Context: an optimization exercise on an open-source flow, tuned for small area. The choices shown serve that exercise and are no tape-out recipe. In this exercise RTL edits were held to simulation tests only and were not proved equivalent to the original. No run shown here takes its clock network from TritonCTS; it comes from the design's own scripts or RTL. The flow treats the clock pin as an ideal source. Dropping or thinning the clock tree relies on that and would not hold on a real chip. Power figures rest on the tool's default switching activity, not on a simulated workload.

==> design.v <==
module keyboard_scan(
    input                clk,
    input                rstn,
    input        [3 :0]  col,
    output       [3 :0]  row,
    output reg   [3 :0]  cap,
    output reg           init,
    output               upd,
    output       [1 :0]  sel,
    output       [3 :0]  phase
);
reg [1:0] l;
reg [9:0] h;
reg       hp;
reg [1:0] ri;
wire h_end = h[7] & h[6] & h[4] & h[3] & ~h[2] & h[0];                  
wire h_pls = ~h[9] & h[8] & ~h[7] & ~h[4] & ~h[3] & h[2] & ~h[1] & h[0];  
wire h_wa  = h[9] & h[8] & h[7] & h[5] & h[4] & h[1];                    
wire h_wb  = h[9] & h[7] & h[4] & h[3] & h[1] & h[0];                    
wire wrap = h_end & (l == 2'd3);
wire rot  = wrap & hp;
always @(posedge clk) begin
    if (!rstn) begin
        l    <= 2'd0;
        h    <= 10'd0;
        hp   <= 1'b1;
        ri   <= 2'd0;
        init <= 1'b1;
    end else begin
        l <= l + 2'd1;
        h <= h_end ? 10'd0 : {h[8:0], ~(h[9] ^ h[2])};
        {ri, hp} <= {ri, hp} + wrap;
        if (rot)
            init <= 1'b0;
    end
end
always @(posedge clk)
    if (!hp) cap <= col;
assign upd   = hp & (ri[1] ? h_wb : h_wa);
assign sel   = l;
assign row   = ~(4'b0001 << ri);
wire       pls = ~hp & (l == 2'd2) & h_pls;
wire [3:0] oh  = 4'b0001 << ri;
assign phase = {4{pls}} & {oh[1:0], oh[3:2]};
endmodule
module keyboard_filter(
    input           clk,
    input  [3 : 0]  cap,
    input           init,
    input           upd,
    input  [1 : 0]  sel,
    input  [3 : 0]  phase,
    output [15: 0]  key_pulse
);
localparam [5:0] REL = 6'd0;
reg  [95:0] ring;    
wire [5:0] cur = ring[95:90];
wire       rel = cap[sel];
reg  [5:0] nxt;
always @(*) begin
    if (init | (upd & rel))
        nxt = REL;
    else if (upd)
        nxt = (cur[5] & cur[4] & cur[3] & cur[1] & cur[0]) ? cur : {cur[4:0], ~(cur[5] ^ cur[0])};
    else
        nxt = cur;
end
always @(posedge clk)
    ring <= {ring[89:0], nxt};
localparam integer M01 = 299;
localparam integer M23 = 327;
genvar c;
generate
    for (c = 0; c < 4; c = c + 1) begin : g_pulse
        localparam integer Q01 = (c + 4 - M01 % 4) % 4;
        localparam integer Q23 = (c + 4 - M23 % 4) % 4;
        localparam integer P01 = (13 + 32 - M01 % 16 - Q01) % 16;
        localparam integer P23 = (13 + 32 - M23 % 16 - Q23) % 16;
        wire [5:0] k01 = ring[6*P01 +: 6];
        wire [5:0] k23 = ring[6*P23 +: 6];
        wire t01 = k01[5] & k01[4] & k01[3] & k01[2];
        wire t23 = k23[5] & k23[4] & k23[3] & k23[2];
        assign key_pulse[c]      = phase[0] & t01;
        assign key_pulse[4 + c]  = phase[1] & t01;
        assign key_pulse[8 + c]  = phase[2] & t23;
        assign key_pulse[12 + c] = phase[3] & t23;
    end
endgenerate
endmodule
module keyboard(
    input             clk,
    input             rstn,
    input    [3 :0]   col,
    output   [3 :0]   row,
    output   [15:0]   key_pulse
);
wire [3:0] cap;
wire       init;
wire       upd;
wire [1:0] sel;
wire [3:0] phase;
keyboard_scan keyboard_scan(
     .clk(clk)
    ,.rstn(rstn)
    ,.col(col)
    ,.row(row)
    ,.cap(cap)
    ,.init(init)
    ,.upd(upd)
    ,.sel(sel)
    ,.phase(phase)
);
keyboard_filter keyboard_filter(
     .clk(clk)
    ,.cap(cap)
    ,.init(init)
    ,.upd(upd)
    ,.sel(sel)
    ,.phase(phase)
    ,.key_pulse(key_pulse)
);
endmodule
==> flow/run.sh <==
#!/bin/bash
# Standard ORFS layout with these changes:
#  - after the standard synthesis, flow/remap.tcl re-maps its combinational
#    logic for area with Yosys/ABC (flow/remap.abc); the flip-flops are kept as
#    the standard synthesis made them. The standard netlist is kept as
#    1_2_yosys_standard.v beside the re-mapped 1_2_yosys.v;
#  - optionally (RMP_PASSES > 0) flow/restructure.tcl re-maps the logic again
#    with OpenROAD's restructure after floorplanning;
#  - flow/clocktree.tcl builds the clock tree by hand in place of TritonCTS;
#  - the port buffers are sky130_fd_sc_hd__buf_1.
# Each tool's output goes to a log in this folder (ORFS also keeps its step
# logs under orfs/logs).
set -euo pipefail
here=$(pwd)
res=$here/orfs/results/$FLOW_PLATFORM/keyboard/base
lib=$FLOW_HOME/platforms/$FLOW_PLATFORM/lib/sky130_fd_sc_hd__tt_025C_1v80.lib

bash standard.sh synth > synth.log 2>&1

python3 flow/libmodels.py $lib cell_models.v > libmodels.log 2>&1
cp $res/1_2_yosys.v $res/1_2_yosys_standard.v
dont_use=$(sed -n '/^export DONT_USE_CELLS += /,/^$/p' $FLOW_HOME/platforms/$FLOW_PLATFORM/config.mk | tr -d '\\' | tr ' ' '\n' | grep '^sky130' | tr '\n' ' ')
REMAP_IN=$res/1_2_yosys_standard.v REMAP_OUT=$res/1_2_yosys.v REMAP_CELLS=$here/cell_models.v \
  REMAP_ABC=$here/flow/remap.abc REMAP_LIB=$lib REMAP_DONT_USE="$dont_use" \
  yosys -c flow/remap.tcl > remap.log 2>&1

export CLK_SLEW_TARGET=0.12
export CLK_BUFS="sky130_fd_sc_hd__clkbuf_2 sky130_fd_sc_hd__clkbuf_4 sky130_fd_sc_hd__clkbuf_8 sky130_fd_sc_hd__clkbuf_16"
export CLK_ROOT_BUFS="sky130_fd_sc_hd__clkbuf_2 sky130_fd_sc_hd__clkbuf_4 sky130_fd_sc_hd__clkbuf_8"
export RMP_PASSES=${RMP_PASSES:-0}
hooks="PRE_CTS_TCL=$here/flow/clocktree.tcl"
if [ "$RMP_PASSES" -gt 0 ]; then hooks="$hooks POST_FLOORPLAN_TCL=$here/flow/restructure.tcl"; fi
bash standard.sh $hooks "BUFFER_PORTS_ARGS=-buffer_cell sky130_fd_sc_hd__buf_1" finish > standard_flow.log 2>&1
==> flow/clocktree.tcl <==
# Clock tree built by hand, in place of TritonCTS (which builds a 16-leaf
# H-tree with dummy loads for this small design). The flip-flops are split
# into groups of equal size by recursive bisection of their places; each
# group gets one leaf buffer at its centre, sized to the smallest of
# CLK_BUFS that keeps the estimated slew at each of its clock pins at most
# CLK_SLEW_TARGET (ns). With more than 4 groups, one root buffer (the smallest
# of CLK_ROOT_BUFS that keeps the target) at the centre of all flip-flops
# drives the leaf buffers from the clock port; otherwise the port drives them.
# The number of groups giving the least buffer area is kept.
# CLK_PORT_NET names the clock port's net (default clk).

proc ct_bisect { sinks k } {
  if {$k == 1} { return [list $sinks] }
  set k1 [expr {$k / 2}]
  set xs {}; set ys {}
  foreach s $sinks { lappend xs [lindex $s 1]; lappend ys [lindex $s 2] }
  set xs [lsort -integer $xs]; set ys [lsort -integer $ys]
  set w [expr {[lindex $xs end] - [lindex $xs 0]}]
  set h [expr {[lindex $ys end] - [lindex $ys 0]}]
  set idx [expr {$w >= $h ? 1 : 2}]
  set sorted [lsort -integer -index $idx $sinks]
  set cut [expr {int(round(double([llength $sinks]) * $k1 / $k))}]
  return [concat [ct_bisect [lrange $sorted 0 [expr {$cut - 1}]] $k1] \
                 [ct_bisect [lrange $sorted $cut end] [expr {$k - $k1}]]]
}

proc ct_centre { sinks } {
  set x 0; set y 0
  foreach s $sinks { set x [expr {$x + [lindex $s 1]}]; set y [expr {$y + [lindex $s 2]}] }
  set n [llength $sinks]
  return [list [expr {int($x / $n)}] [expr {int($y / $n)}]]
}

proc ct_add_buf { master name in_net x y } {
  set block [ord::get_db_block]
  set inst [odb::dbInst_create $block $master $name]
  set net [odb::dbNet_create $block "clknet_$name"]
  $net setSigType CLOCK
  $inst setLocation $x $y
  $inst setPlacementStatus PLACED
  [$inst findITerm A] connect $in_net
  [$inst findITerm X] connect $net
  return [list $inst $net]
}

# builds the tree for the given groups with the given buffers; returns
# {root_inst root_net leaf_insts leaf_nets}
proc ct_build { groups bufs rootbuf all } {
  set db [ord::get_db]
  set block [ord::get_db_block]
  set clk_net [$block findNet $::env(CLK_PORT_NET)]
  set root ""; set root_net $clk_net
  if {[llength $groups] > 4} {
    lassign [ct_centre $all] x y
    lassign [ct_add_buf [$db findMaster $rootbuf] clkbuf_manual_root $clk_net $x $y] root root_net
  }
  set insts {}; set nets {}
  set g 0
  foreach grp $groups buf $bufs {
    lassign [ct_centre $grp] x y
    lassign [ct_add_buf [$db findMaster $buf] clkbuf_manual_$g $root_net $x $y] inst net
    foreach s $grp {
      set it [lindex $s 0]
      $it disconnect
      $it connect $net
    }
    lappend insts $inst; lappend nets $net
    incr g
  }
  return [list $root $root_net $insts $nets]
}

proc ct_unbuild { all tree } {
  set block [ord::get_db_block]
  set clk_net [$block findNet $::env(CLK_PORT_NET)]
  lassign $tree root root_net insts nets
  foreach s $all {
    set it [lindex $s 0]
    $it disconnect
    $it connect $clk_net
  }
  foreach inst $insts net $nets {
    foreach it [$inst getITerms] { $it disconnect }
    odb::dbInst_destroy $inst
    odb::dbNet_destroy $net
  }
  if {$root ne ""} {
    foreach it [$root getITerms] { $it disconnect }
    odb::dbInst_destroy $root
    odb::dbNet_destroy $root_net
  }
}

# worst estimated slew over the clock pins of the sinks in each group
proc ct_group_slews { groups } {
  estimate_parasitics -placement
  set res {}
  foreach grp $groups {
    set worst 0
    foreach s $grp {
      set it [lindex $s 0]
      set pin [get_pins [[$it getInst] getName]/[[$it getMTerm] getName]]
      set sl [get_property $pin slew_max]
      if {$sl > $worst} { set worst $sl }
    }
    lappend res $worst
  }
  return $res
}

proc manual_clock_tree { args } {
  if {![info exists ::env(CLK_PORT_NET)]} { set ::env(CLK_PORT_NET) clk }
  set db [ord::get_db]
  set block [ord::get_db_block]
  set clk_net [$block findNet $::env(CLK_PORT_NET)]
  set all {}
  foreach it [$clk_net getITerms] {
    lappend all [list $it {*}[[$it getInst] getLocation]]
  }
  set_propagated_clock [all_clocks]
  set target $::env(CLK_SLEW_TARGET)
  set bufs $::env(CLK_BUFS)
  set big [lindex $bufs end]
  set best ""
  for {set ng 1} {$ng <= [llength $all] / 4} {incr ng} {
    set groups [ct_bisect $all $ng]
    # size each leaf: try each buffer type for all leaves at once, keep per
    # group the smallest that meets the target
    set choice {}
    foreach grp $groups { lappend choice "" }
    set rootbuf [lindex $::env(CLK_ROOT_BUFS) end]
    foreach buf $bufs {
      set tree [ct_build $groups [lrepeat $ng $buf] $rootbuf $all]
      set slews [ct_group_slews $groups]
      ct_unbuild $all $tree
      set new {}
      foreach c $choice sl $slews {
        if {$c eq "" && $sl <= $target} { lappend new $buf } else { lappend new $c }
      }
      set choice $new
    }
    if {[lsearch -exact $choice ""] >= 0} {
      puts "manual clock tree: $ng groups: no leaf buffer meets the target"
      continue
    }
    # smallest root that keeps the target
    set ok 0
    foreach rb $::env(CLK_ROOT_BUFS) {
      set tree [ct_build $groups $choice $rb $all]
      set slews [ct_group_slews $groups]
      ct_unbuild $all $tree
      set worst [tcl::mathfunc::max {*}$slews]
      if {$worst <= $target} { set ok 1; set rootbuf $rb; break }
    }
    if {!$ok} { continue }
    set area 0
    foreach c $choice { set area [expr {$area + [[$db findMaster $c] getArea]}] }
    if {$ng > 4} { set area [expr {$area + [[$db findMaster $rootbuf] getArea]}] }
    puts "manual clock tree: $ng groups, area [expr {$area / 1e6}], leaves $choice, root $rootbuf, worst slew $worst"
    if {$best eq "" || $area < [lindex $best 0]} { set best [list $area $groups $choice $rootbuf] }
  }
  lassign $best area groups choice rootbuf
  puts "manual clock tree: using [llength $groups] groups, area [expr {$area / 1e6}], leaves $choice, root $rootbuf"
  ct_build $groups $choice $rootbuf $all
  estimate_parasitics -placement
}

rename clock_tree_synthesis tritoncts_unused
proc clock_tree_synthesis { args } { manual_clock_tree }
==> flow/libmodels.py <==
#!/usr/bin/env python3
# Writes Verilog models of the liberty's combinational cells (from their
# "function" attributes), for re-mapping a netlist's logic with Yosys/ABC.
# Cells with ff/latch groups, or without a function, are written as blackboxes.
import re, sys
lib = open(sys.argv[1]).read()
out = []
def conv(f):
    f = f.replace('!', '~').replace('+', '|').replace('*', '&')
    f = re.sub(r'\)\s*\(', ') & (', f)
    # implicit AND by whitespace between operands
    f = re.sub(r'([A-Za-z0-9_\)])\s+([A-Za-z0-9_~\(])', r'\1 & \2', f)
    return f
for m in re.finditer(r'\n\s*cell\s*\(\s*"?([A-Za-z0-9_]+)"?\s*\)\s*\{', lib):
    name = m.group(1)
    start = m.end(); depth = 1; i = start
    while depth:
        c = lib[i]
        if c == '{': depth += 1
        elif c == '}': depth -= 1
        i += 1
    body = lib[start:i]
    seq = re.search(r'\n\s*(ff|latch|statetable)\s*\(', body) is not None
    pins = []
    for pm in re.finditer(r'\n\s*pin\s*\(\s*"?([A-Za-z0-9_]+)"?\s*\)\s*\{', body):
        pstart = pm.end(); d = 1; j = pstart
        while d:
            c = body[j]
            if c == '{': d += 1
            elif c == '}': d -= 1
            j += 1
        pb = body[pstart:j]
        direction = re.search(r'direction\s*:\s*"?(\w+)"?', pb)
        func = re.search(r'\bfunction\s*:\s*"([^"]*)"', pb)
        pins.append((pm.group(1), direction.group(1) if direction else None, func.group(1) if func else None))
    seen = set(); uniq = []
    for p in pins:
        if p[0] not in seen: seen.add(p[0]); uniq.append(p)
    pins = uniq
    ins = [p for p in pins if p[1] == 'input']
    outs = [p for p in pins if p[1] == 'output']
    ports = [p[0] for p in ins] + [p[0] for p in outs]
    if seq or not outs or any(o[2] is None for o in outs):
        out.append('(* blackbox *)\nmodule %s(%s);\n%s\nendmodule\n' % (name, ', '.join(ports),
            '\n'.join(['  input %s;' % p[0] for p in ins] + ['  output %s;' % p[0] for p in outs])))
        continue
    lines = ['  input %s;' % p[0] for p in ins] + ['  output %s;' % p[0] for p in outs]
    for o in outs:
        lines.append('  assign %s = %s;' % (o[0], conv(o[2])))
    out.append('module %s(%s);\n%s\nendmodule\n' % (name, ', '.join(ports), '\n'.join(lines)))
open(sys.argv[2], 'w').write('\n'.join(out))
==> flow/remap.abc <==
strash
ifraig
scorr
dc2
strash
&get -n
&deepsyn -T 60
&put
&get -n
&dch -f
&nf -a -R 1000
&put
==> flow/remap.tcl <==
# Re-maps the combinational logic of the standard synthesis netlist for area
# with ABC; the flip-flops stay as they are (same instances, names and cells).
# env: REMAP_IN, REMAP_OUT, REMAP_CELLS (cell models), REMAP_ABC (script),
#      REMAP_LIB, REMAP_DONT_USE
yosys -import
read_verilog $::env(REMAP_CELLS)
read_verilog $::env(REMAP_IN)
hierarchy -top keyboard
flatten
techmap
opt -fast
set du {}
foreach c $::env(REMAP_DONT_USE) { lappend du -dont_use $c }
abc -liberty $::env(REMAP_LIB) {*}$du -script $::env(REMAP_ABC)
setundef -zero
splitnets
opt_clean -purge
hilomap -singleton -hicell sky130_fd_sc_hd__conb_1 HI -locell sky130_fd_sc_hd__conb_1 LO
insbuf -buf sky130_fd_sc_hd__buf_4 A X
opt_clean -purge
stat -liberty $::env(REMAP_LIB)
write_verilog -noattr -nohex -nodec $::env(REMAP_OUT)
==> flow/restructure.tcl <==
# Area recovery on the synthesized netlist before placement: OpenROAD's
# restructure re-maps the combinational logic with ABC for area.
proc tie_pin { var } {
  set cell [lindex $::env($var) 0]
  set lib [get_name [get_property [lindex [get_lib_cell $cell] 0] library]]
  return $lib/$cell/[lindex $::env($var) 1]
}
set rmp_dir $::env(OBJECTS_DIR)/rmp
file mkdir $rmp_dir
set passes 1
if {[info exists ::env(RMP_PASSES)]} { set passes $::env(RMP_PASSES) }
for {set i 0} {$i < $passes} {incr i} {
  report_design_area
  restructure -target area -liberty_file [lindex $::env(LIB_FILES) 0] \
    -tielo_port [tie_pin TIELO_CELL_AND_PORT] -tiehi_port [tie_pin TIEHI_CELL_AND_PORT] \
    -work_dir $rmp_dir -abc_logfile $rmp_dir/abc_$i.log
}
report_design_area
==> standard.sh <==
#!/bin/bash
# synth_recipe.tcl (not shown) runs the flow's synth.tcl, then flattens the netlist and writes it again
# the make line also repeats each setting of config.mk as NAME=value (left out here)
make -C /OpenROAD-flow-scripts/flow DESIGN_CONFIG=/design/flow/config.mk WORK_HOME=/design/flow/orfs CLKGATE_MAP_FILE= SYNTH_SCRIPT=/design/flow/synth_recipe.tcl "${@:-finish}"
==> config.mk <==
export PLATFORM = sky130hd
export DESIGN_NAME = keyboard
export DESIGN_NICKNAME = keyboard
export VERILOG_FILES = /design/flow/design.v
export SDC_FILE = /design/flow/constraint.sdc
export NUM_CORES = 4
export LEC_CHECK = 0
export CAP_MARGIN = 20
export CORE_MARGIN = 2
export CORE_UTILIZATION = 70
export PLACE_DENSITY = 0.8
export SLEW_MARGIN = 20
==> constraint.sdc <==
create_clock -name core_clock -period 10.0 [get_ports {clk}]
set_input_delay 2.0000 -clock core_clock [delete_from_list [all_inputs] [get_ports {clk}]]
set_output_delay 2.0000 -clock core_clock [all_outputs]
set_load 0.01 [all_outputs]
==> results of run 1 <==
-- area by class of cell --
cell class                      instances  area share
Timing Repair Buffer                   25      0.0303
Inverter                                5     0.00606
Sequential cell                       116       0.763
Buffer                                 10      0.0263
Multi-Input combinational cell         86       0.155
Tap cell                               50      0.0202
-- layer usage --
layer  wire (µm)  track usage  up-vias
met5           0            0        -
met4          40       0.0400        0
met2        1970        0.309       39
met3         190       0.0247        6
li1            -            -      761
met1        1890        0.257      692
-- sequential cells by signal, summed over array words and instances (netlist names) --
| name | count |
|---|---|
| keyboard_filter.ring | 96 |
| keyboard_scan.cap | 4 |
| keyboard_scan.h | 10 |
| keyboard_scan.hp | 1 |
| keyboard_scan.init | 1 |
| keyboard_scan.l | 2 |
| keyboard_scan.ri | 2 |
-- stage by stage --
stage / std cells / util / hold WS [ns] / setup WS [ns]
2_1_floorplan: 207 / - / 0.310 / 6.42
3_3_place_gp: 282 / 0.760 / 0.310 / 6.20
3_5_place_dp: 282 / 0.760 / 0.312 / 6.12
4_1_cts: 292 / 0.780 / 0.331 / 5.63
5_1_grt: 292 / 0.780 / 0.332 / 5.45
6_report: 292 / 0.780 / 0.330 / 5.68
-- how the worst max path moves through the flow --
stage | end | slack [ns] | depth (start not counted)
2_1_floorplan | key_pulse[4] | 6.42 | 5
3_3_place_gp | key_pulse[0] | 6.20 | 6
3_5_place_dp | key_pulse[11] | 6.12 | 6
4_1_cts | key_pulse[11] | 5.63 | 6
5_1_grt | key_pulse[0] | 5.45 | 6
6_report | key_pulse[11] | 5.68 | 6
-- power groups by stage --
stage,clock network (mW),registers (mW),logic (mW)
CTS,0.170,0.468,0.00387
detailed placement,0,0.478,0.00380
global placement,0,0.478,0.00351
global route,0.185,0.468,0.00442
finish,0.166,0.468,0.00386
floorplan,0,0.478,0.00233
==> flow_summary.json, run 1 <==
{
  "die_area_um2": 4610,
  "r2r_start": "keyboard_scan.ri[1]",
  "p_switching_mw": 0.119,
  "mostFrequentLayoutCells": "dfxtp_1, nor2_1, buf_1",
  "cp-end-kind": "output pin",
  "detail_route.vias_per_cell": 5.13,
  "p_leak_nw": 1.12,
  "fillers": 245,
  "worst_slew_pin_slew_ns": 0.628,
  "hold_viol_final": 0,
  "path_delay_family": "simple AND/OR/NAND/NOR gates",
  "critPathLaunch": "keyboard_scan.hp",
  "regToRegSetupSlack_ns": 8.24,
  "final_common_cell": "dfxtp_1",
  "max_freq_mhz": 231,
  "period_needed_ns": 4.32,
  "hp-start": "keyboard_filter.ring[81]",
  "hold_end": "keyboard_filter.ring[87]",
  "hp-class": "flip-flop to flip-flop",
  "vias": 1498,
  "path_clk_slew_ns": 0.12,
  "ant_nets": 0,
  "slew_headroom": 0.576,
  "hold_buffers": 0,
  "antenna_found_initial": 0,
  "start_util": 0.720,
  "slowest_delay_ns": 0.55,
  "diodes": 0,
  "whs_path_depth": 0,
  "syn-cell-area_um2": 2860,
  "required_ns": 8.00,
  "die_x_um": 67.9,
  "finalInstanceArea_um2": 3100,
  "place_area_um2": 3020,
  "place_congestion": 0.951,
  "post-route-period-util": 0.432,
  "crit_arrival_ns": 2.32,
  "rsz0062_at_grt": "no",
  "wirelength_um": 4090,
  "grt_max_degree": 14,
  "drt-pass1-iter-count": 4,
  "clkPwrFrac": 0.260,
  "seq_area_um2": 2360,
  "multi_input_area_um2": 479,
  "hpwl_um": 2720,
  "area_growth_pct": 8.31,
  "core_um2": 3970,
  "crit_path_frequent_cell": "nor4b_1",
  "cts_setup_buffers": 0,
  "p_sw_frac": 0.186,
  "io_pins": 26,
  "synth_nets": 213,
  "crit_buf_inv": 1,
  "post_cts_resized": 0,
  "worstRegToRegCells": 4,
  "crit_chain": "nor4b_1, nand4_1, nor4b_1, nand2_1, nor2_1, buf_1",
  "drc": 0,
  "routedWlPerCell_um": 14.0,
  "portBuffers": 25,
  "rows": 23,
  "seq_power_share": 0.734,
  "gr-total-overflow": 0,
  "grt_usage": 0.184,
  "outcome": "timing/DRC/antenna clean",
  "yosys_warnings": 2,
  "dieHeight_um": 67.9,
  "reg2reg_to": "keyboard_filter.ring[5]",
  "nets": 250,
  "intPower_mw": 0.519,
  "final_max_slew_viol_count": 0,
  "power-per-cell-area_nw_per_um2": 206,
  "critical_path_class": "flip-flop to output pin",
  "drv_cap": 0,
  "fin_tns_setup_ns": 0,
  "grt_pass1_vias": 1447,
  "synth_cells": 207,
  "cpMaxStageDelayCell": "nor4b_1",
  "fin_skew_ns": 0.0317,
  "total_power_mw": 0.637,
  "setup_violations": 0,
  "clkLatencyLatePin_ns": 0.42,
  "comb_power_share": 0.006,
  "avgSynthCellArea_um2": 13.8,
  "irDropWorstVdd_v": 0.000120,
  "crit_fanout": 4,
  "grt_pass1_wl_um": 6560,
  "drive_above_1_share": 0.0455,
  "first_iter_violations": 53,
  "cp-start-kind": "flip-flop"
}
==> run 2, diff against run 1 <==
--- a/design.v
+++ b/design.v
@@ -12,3 +12,4 @@
 reg [1:0] l;
-reg [9:0] h;
+reg [9:0] hs;                        
+wire [9:0] h = hs ^ 10'b1010101010;
 reg       hp;
@@ -17,4 +18,3 @@
 wire h_pls = ~h[9] & h[8] & ~h[7] & ~h[4] & ~h[3] & h[2] & ~h[1] & h[0];  
-wire h_wa  = h[9] & h[8] & h[7] & h[5] & h[4] & h[1];                    
-wire h_wb  = h[9] & h[7] & h[4] & h[3] & h[1] & h[0];                    
+wire h_w   = h[9] & h[7] & h[6] & h[4] & ~h[2] & ~h[1] & h[0];           
 wire wrap = h_end & (l == 2'd3);
@@ -24,3 +24,3 @@
         l    <= 2'd0;
-        h    <= 10'd0;
+        hs   <= 10'b1010101010;      
         hp   <= 1'b1;
@@ -30,3 +30,3 @@
         l <= l + 2'd1;
-        h <= h_end ? 10'd0 : {h[8:0], ~(h[9] ^ h[2])};
+        hs <= (h_end ? 10'd0 : {h[8:0], ~(h[9] ^ h[2])}) ^ 10'b1010101010;
         {ri, hp} <= {ri, hp} + wrap;
@@ -38,3 +38,3 @@
     if (!hp) cap <= col;
-assign upd   = hp & (ri[1] ? h_wb : h_wa);
+assign upd   = hp & h_w & (h[5] ^ ri[1]);    
 assign sel   = l;
@@ -69,4 +69,4 @@
     ring <= {ring[89:0], nxt};
-localparam integer M01 = 299;
-localparam integer M23 = 327;
+localparam integer M01 = 90;
+localparam integer M23 = 310;
 genvar c;
==> run 2 against run 1 <==
- core utilization is essentially flat
- sequential power about the same
- largest cell class unchanged
- critical endpoint is now key_pulse[2]
- clock power barely moved
- synthesized cell count unchanged
- power decreased by 0.34%
- via count about the same
- register-to-register slack worse by 0.50 ns
- fmax grew 10%
- global-route usage rose by 0.54 points
- still clean
- design area shrank 0.69%
==> flow_summary.json, run 2 <==
{
  "rows": 23,
  "fin_util": 0.780,
  "path_clk_slew_ns": 0.12,
  "clkLatencyLatePin_ns": 0.43,
  "fin_tns_setup_ns": 0,
  "portBuffers": 25,
  "multi_input_area_um2": 468,
  "die_area_um2": 4590,
  "area_growth_pct": 8.14,
  "hold_viol_final": 0,
  "dieHeight_um": 67.8,
  "comb_power_share": 0.006,
  "whs_ns": 0.331,
  "period_needed_ns": 3.92,
  "die_x_um": 67.8,
  "outcome": "timing/DRC/antenna clean",
  "grt_pass1_vias": 1475,
  "irDropWorstVdd_v": 0.000130,
  "drc": 0,
  "vias": 1497,
  "core_um2": 3940,
  "seq_power_share": 0.736,
  "crit_arrival_ns": 1.92,
  "first_iter_violations": 45,
  "worst_slew_pin_slew_ns": 0.526,
  "start_util": 0.722,
  "fin_skew_ns": 0.0151,
  "intPower_mw": 0.514,
  "gr-total-overflow": 0,
  "final_max_slew_viol_count": 0,
  "max_freq_mhz": 255,
  "hp-class": "flip-flop to flip-flop",
  "ant_nets": 0,
  "cts_setup_buffers": 0,
  "p_sw_frac": 0.190,
  "rsz0062_at_grt": "no",
  "place_congestion": 0.796,
  "grt_max_degree": 14,
  "synth_cells": 207,
  "cp-end-kind": "output pin",
  "setup_violations": 0,
  "hold_buffers": 0,
  "syn-cell-area_um2": 2850,
  "required_ns": 8.00,
  "mostFrequentLayoutCells": "dfxtp_1, nor2_1, buf_1",
  "hpwl_um": 2750,
  "grt_usage": 0.190,
  "grt_pass1_wl_um": 6700,
  "slew_headroom": 0.646,
  "diodes": 0,
  "p_leak_nw": 1.12,
  "synth_nets": 213,
  "final_common_cell": "dfxtp_1",
  "critical_path_class": "flip-flop to output pin",
  "fillers": 239,
  "p_switching_mw": 0.121,
  "drt-pass1-iter-count": 4,
  "yosys_warnings": 2,
  "routedWlPerCell_um": 13.9,
  "largest_reg_flops": 96,
  "largest-register": "keyboard_filter.ring",
  "antenna_found_initial": 0,
  "detail_route.vias_per_cell": 5.13,
  "post_cts_resized": 0,
  "power-per-cell-area_nw_per_um2": 206,
  "cp-start-kind": "flip-flop",
  "crit_fanout": 7,
  "io_pins": 26,
  "largestRegisters": "keyboard_filter.ring x96, keyboard_scan.hs x10, keyboard_scan.cap x4",
  "drive_above_1_share": 0.0455,
  "clkPwrFrac": 0.258,
  "wirelength_um": 4050,
  "nets": 250,
  "seq_area_um2": 2360,
  "drv_cap": 0,
  "avgSynthCellArea_um2": 13.7,
  "post-route-period-util": 0.392
}
## run 2: changes by cell type in the layout (fill, tap and decap cells not counted), sizes merged, moves of 2 or more
cell   change
and2       -9
nor2       +5
nand2      +4
a21oi      -3
nor3       +3
nor4b      -2
or4        +2
## run 2: final cells by class
| class | instances | area share |
|---|---|---|
| Sequential cell | 116 | 0.768 |
| Multi-Input combinational cell | 87 | 0.152 |
| Timing Repair Buffer | 25 | 0.0305 |
| Buffer | 10 | 0.0244 |
| Tap cell | 50 | 0.0203 |
| Inverter | 4 | 0.00488 |
## run 2: critical path, stage by stage, from the launching register on
cell	delay, ns
dfxtp_1	0.39
nand4b_1	0.23
or4_1	0.58
nor2_1	0.13
buf_1	0.16
## run 2: power by group through the flow
stage	clock [mW]	combinational, mW	sequential, mW
after global placement	0	0.00367	0.478
after CTS	0.168	0.00373	0.468
final	0.164	0.00373	0.468
after floorplan	0	0.00239	0.478
after detailed placement	0	0.00373	0.478
after global routing	0.186	0.00430	0.468
## run 2: metrics by stage
stage | area, µm² | cells | worst slack, ns | total power, mW
final | 3080 | 292 | 6.08 | 0.635
after global routing | 3080 | 292 | 5.87 | 0.659
after CTS | 3080 | 292 | 6.06 | 0.639
after detailed placement | 3000 | 282 | 6.55 | 0.482
after global placement | 3000 | 282 | 6.60 | 0.482
after floorplan | 2850 | 207 | 6.74 | 0.480
## run 2: metal layers
layer	up-vias	global-route usage	share of wire
met5	-	0	0
met4	0	0.0434	0.019
met3	10	0.0283	0.047
met2	34	0.306	0.45
met1	694	0.272	0.48
li1	759	-	-
## run 2: path summary, 6_finish.rpt
kind / start / end / slack [ns] / cells after the start
worst max register to register: keyboard_scan.hs[4] / keyboard_filter.ring[2] / 7.74 / 6
worst min register to register: keyboard_filter.ring[76] / keyboard_filter.ring[82] / 0.33 / 0
worst max-delay path: keyboard_scan.l[0] / key_pulse[2] / 6.08 / 4
worst min-delay path: keyboard_filter.ring[76] / keyboard_filter.ring[82] / 0.33 / 0
==> run 3, diff against run 2 <==
--- a/design.v
+++ b/design.v
@@ -41,3 +41,3 @@
 assign row   = ~(4'b0001 << ri);
-wire       pls = ~hp & (l == 2'd2) & h_pls;
+wire       pls = ~hp & (l == 2'd2) & h_pls & rstn;
 wire [3:0] oh  = 4'b0001 << ri;
==> run 3 against run 2 <==
- still clean on timing, DRC and antenna
- sequential share of layout area down 0.16 points
- sequential power about the same
- critical path depth up 1
- worst hold slack about the same
- worst setup slack worse by 1.4 ns
- clock power up 3%
- sequential cell count unchanged
- clock skew about the same
==> flow_summary.json, run 3 <==
{
  "period_needed_ns": 5.34,
  "synth_nets": 213,
  "crit_path_frequent_cell": "buf_1",
  "crit_chain": "buf_1, nand4_1, or4_1, nor2_1, buf_1",
  "yosys_warnings": 2,
  "final_common_cell": "dfxtp_1",
  "slowest_delay_ns": 0.61,
  "grt_max_degree": 13,
  "vias": 1504,
  "cpMaxStageDelayCell": "or4_1",
  "place_area_um2": 3000,
  "hpwl_um": 2830,
  "grt_pass1_wl_um": 6820,
  "avgSynthCellArea_um2": 13.7,
  "grt_pass1_vias": 1509,
  "drive_above_1_share": 0.0494,
  "worst_slew_pin_slew_ns": 0.504,
  "area_growth_pct": 8.40,
  "nets": 251,
  "largest-register": "keyboard_filter.ring",
  "antenna_found_initial": 0,
  "fin_tns_setup_ns": 0,
  "start_util": 0.721,
  "power-per-cell-area_nw_per_um2": 208,
  "crit_arrival_ns": 3.34,
  "critical_path_class": "primary input to output pin",
  "hold_viol_final": 0,
  "drt-pass1-iter-count": 4,
  "synth_cells": 207,
  "dieHeight_um": 67.7,
  "detail_route.vias_per_cell": 5.13,
  "irDropWorstVdd_v": 0.000119,
  "portBuffers": 25,
  "cp-start-kind": "primary input",
  "rsz0062_at_grt": "no",
  "post_cts_resized": 0,
  "io_pins": 26,
  "core_um2": 3940,
  "syn-cell-area_um2": 2840,
  "drc": 0,
  "max_freq_mhz": 187,
  "largestRegisters": "keyboard_filter.ring x96, keyboard_scan.hs x10, keyboard_scan.cap x4",
  "regToRegSetupSlack_ns": 8.12,
  "rows": 23,
  "routedWlPerCell_um": 14.0,
  "cp-end-kind": "output pin",
  "required_ns": 8.00,
  "grt_usage": 0.193,
  "finalNonFillerCells": 293,
  "hp-class": "flip-flop to flip-flop",
  "die_area_um2": 4590,
  "gr-total-overflow": 0,
  "die_x_um": 67.7,
  "finalInstanceArea_um2": 3080,
  "setup_violations": 0,
  "hold_buffers": 0,
  "post-route-period-util": 0.534,
  "largest_reg_flops": 96,
  "fin_util": 0.782,
  "slew_headroom": 0.661,
  "outcome": "timing/DRC/antenna clean",
  "dp.cells": 282,
  "fin_skew_ns": 0.0151,
  "p_leak_nw": 1.12,
  "drv_cap": 0,
  "path_clk_slew_ns": 0.11,
  "final_max_slew_viol_count": 0,
  "cts_setup_buffers": 0,
  "diodes": 0,
  "first_iter_violations": 44,
  "clkLatencyLatePin_ns": 0.43,
  "mostFrequentLayoutCells": "dfxtp_1, nor2_1, buf_1",
  "ant_nets": 0,
  "place_congestion": 0.828,
  "crit_fanout": 10,
  "wirelength_um": 4090
}
[run 3: worst max-delay path, delay by kind of cell]
family	cells	cell delay, ns
AND/OR/NAND/NOR	3	0.90
buffers and inverters	2	0.44
[run 3: cell type report]
cell class / instances / area [µm²]
Sequential cell: 116 / 2360
Fill cell: 241 / 860
Multi-Input combinational cell: 88 / 470
Timing Repair Buffer: 25 / 93.8
Buffer: 11 / 82.6
Tap cell: 50 / 62.6
Inverter: 3 / 11.3
[run 3: per-layer routing]
metal | global-route usage | wire length, µm | vias up
li1 | - | - | 767
met1 | 0.262 | 1900 | 693
met2 | 0.328 | 1950 | 36
met3 | 0.0267 | 188 | 8
met4 | 0.0485 | 58 | 0
met5 | 0 | 0 | -
[run 3: final timing paths]
path / startpoint / endpoint / depth (start not counted)
worst min register to register: keyboard_filter.ring[68] / keyboard_filter.ring[74] / 0
worst max-delay path: rstn / key_pulse[0] / 5
worst min-delay path: keyboard_filter.ring[68] / keyboard_filter.ring[74] / 0
worst max register to register: keyboard_scan.hs[2] / keyboard_scan.ri[1] / 6
[run 3: power by group]
group	internal, mW	switching (mW)	total [mW]
combinational	0.00195	0.00207	0.00402
sequential	0.466	0.00162	0.467
clock	0.0511	0.118	0.169
total	0.519	0.121	0.640
[run 3: metrics by stage]
| stage | total power, mW | hold slack (ns) | setup WS (ns) |
|---|---|---|---|
| final | 0.640 | 0.331 | 4.66 |
| after global routing | 0.664 | 0.332 | 4.50 |
| after CTS | 0.645 | 0.331 | 4.66 |
| after detailed placement | 0.482 | 0.312 | 4.67 |
| after global placement | 0.482 | 0.310 | 4.71 |
| after floorplan | 0.480 | 0.310 | 5.17 |

port drivers added, routing unchanged:
No port has a modelled driver above. Below, the same layouts with a new extraction and two added sets of constraints. Step 1: set_driving_cell puts a clkbuf_16 on clk and a buf_2 on each other input, an assumption about the parent block. Step 2 moves the port delays by t, midway between the first and last clock arrival at a register: inputs arrive t later, outputs are due t later. That takes back most of the time a late clock gives input paths. a / b / c = ideal / step 1 / step 2; a / b = the first two.
| run | t, ns | setup WS [ns] | hold slack, ns | cell pins on the clock port's net |
|---|---|---|---|---|
| run 1 | 0.425 | 5.679 / 5.657 / 6.082 | 0.330 / 0.330 / 0.330 | 1 |
| run 2 | 0.443 | 6.083 / 6.059 / 6.502 | 0.331 / 0.331 / 0.331 | 1 |
| run 3 | 0.452 | 4.656 / 4.632 / 4.632 | 0.331 / 0.331 / 0.331 | 1 |
After both steps setup and hold are still met in every run listed. For run 3, which loses most, drivers alone change the setup slack by -0.024 ns; drivers and shift together by -0.024 ns.
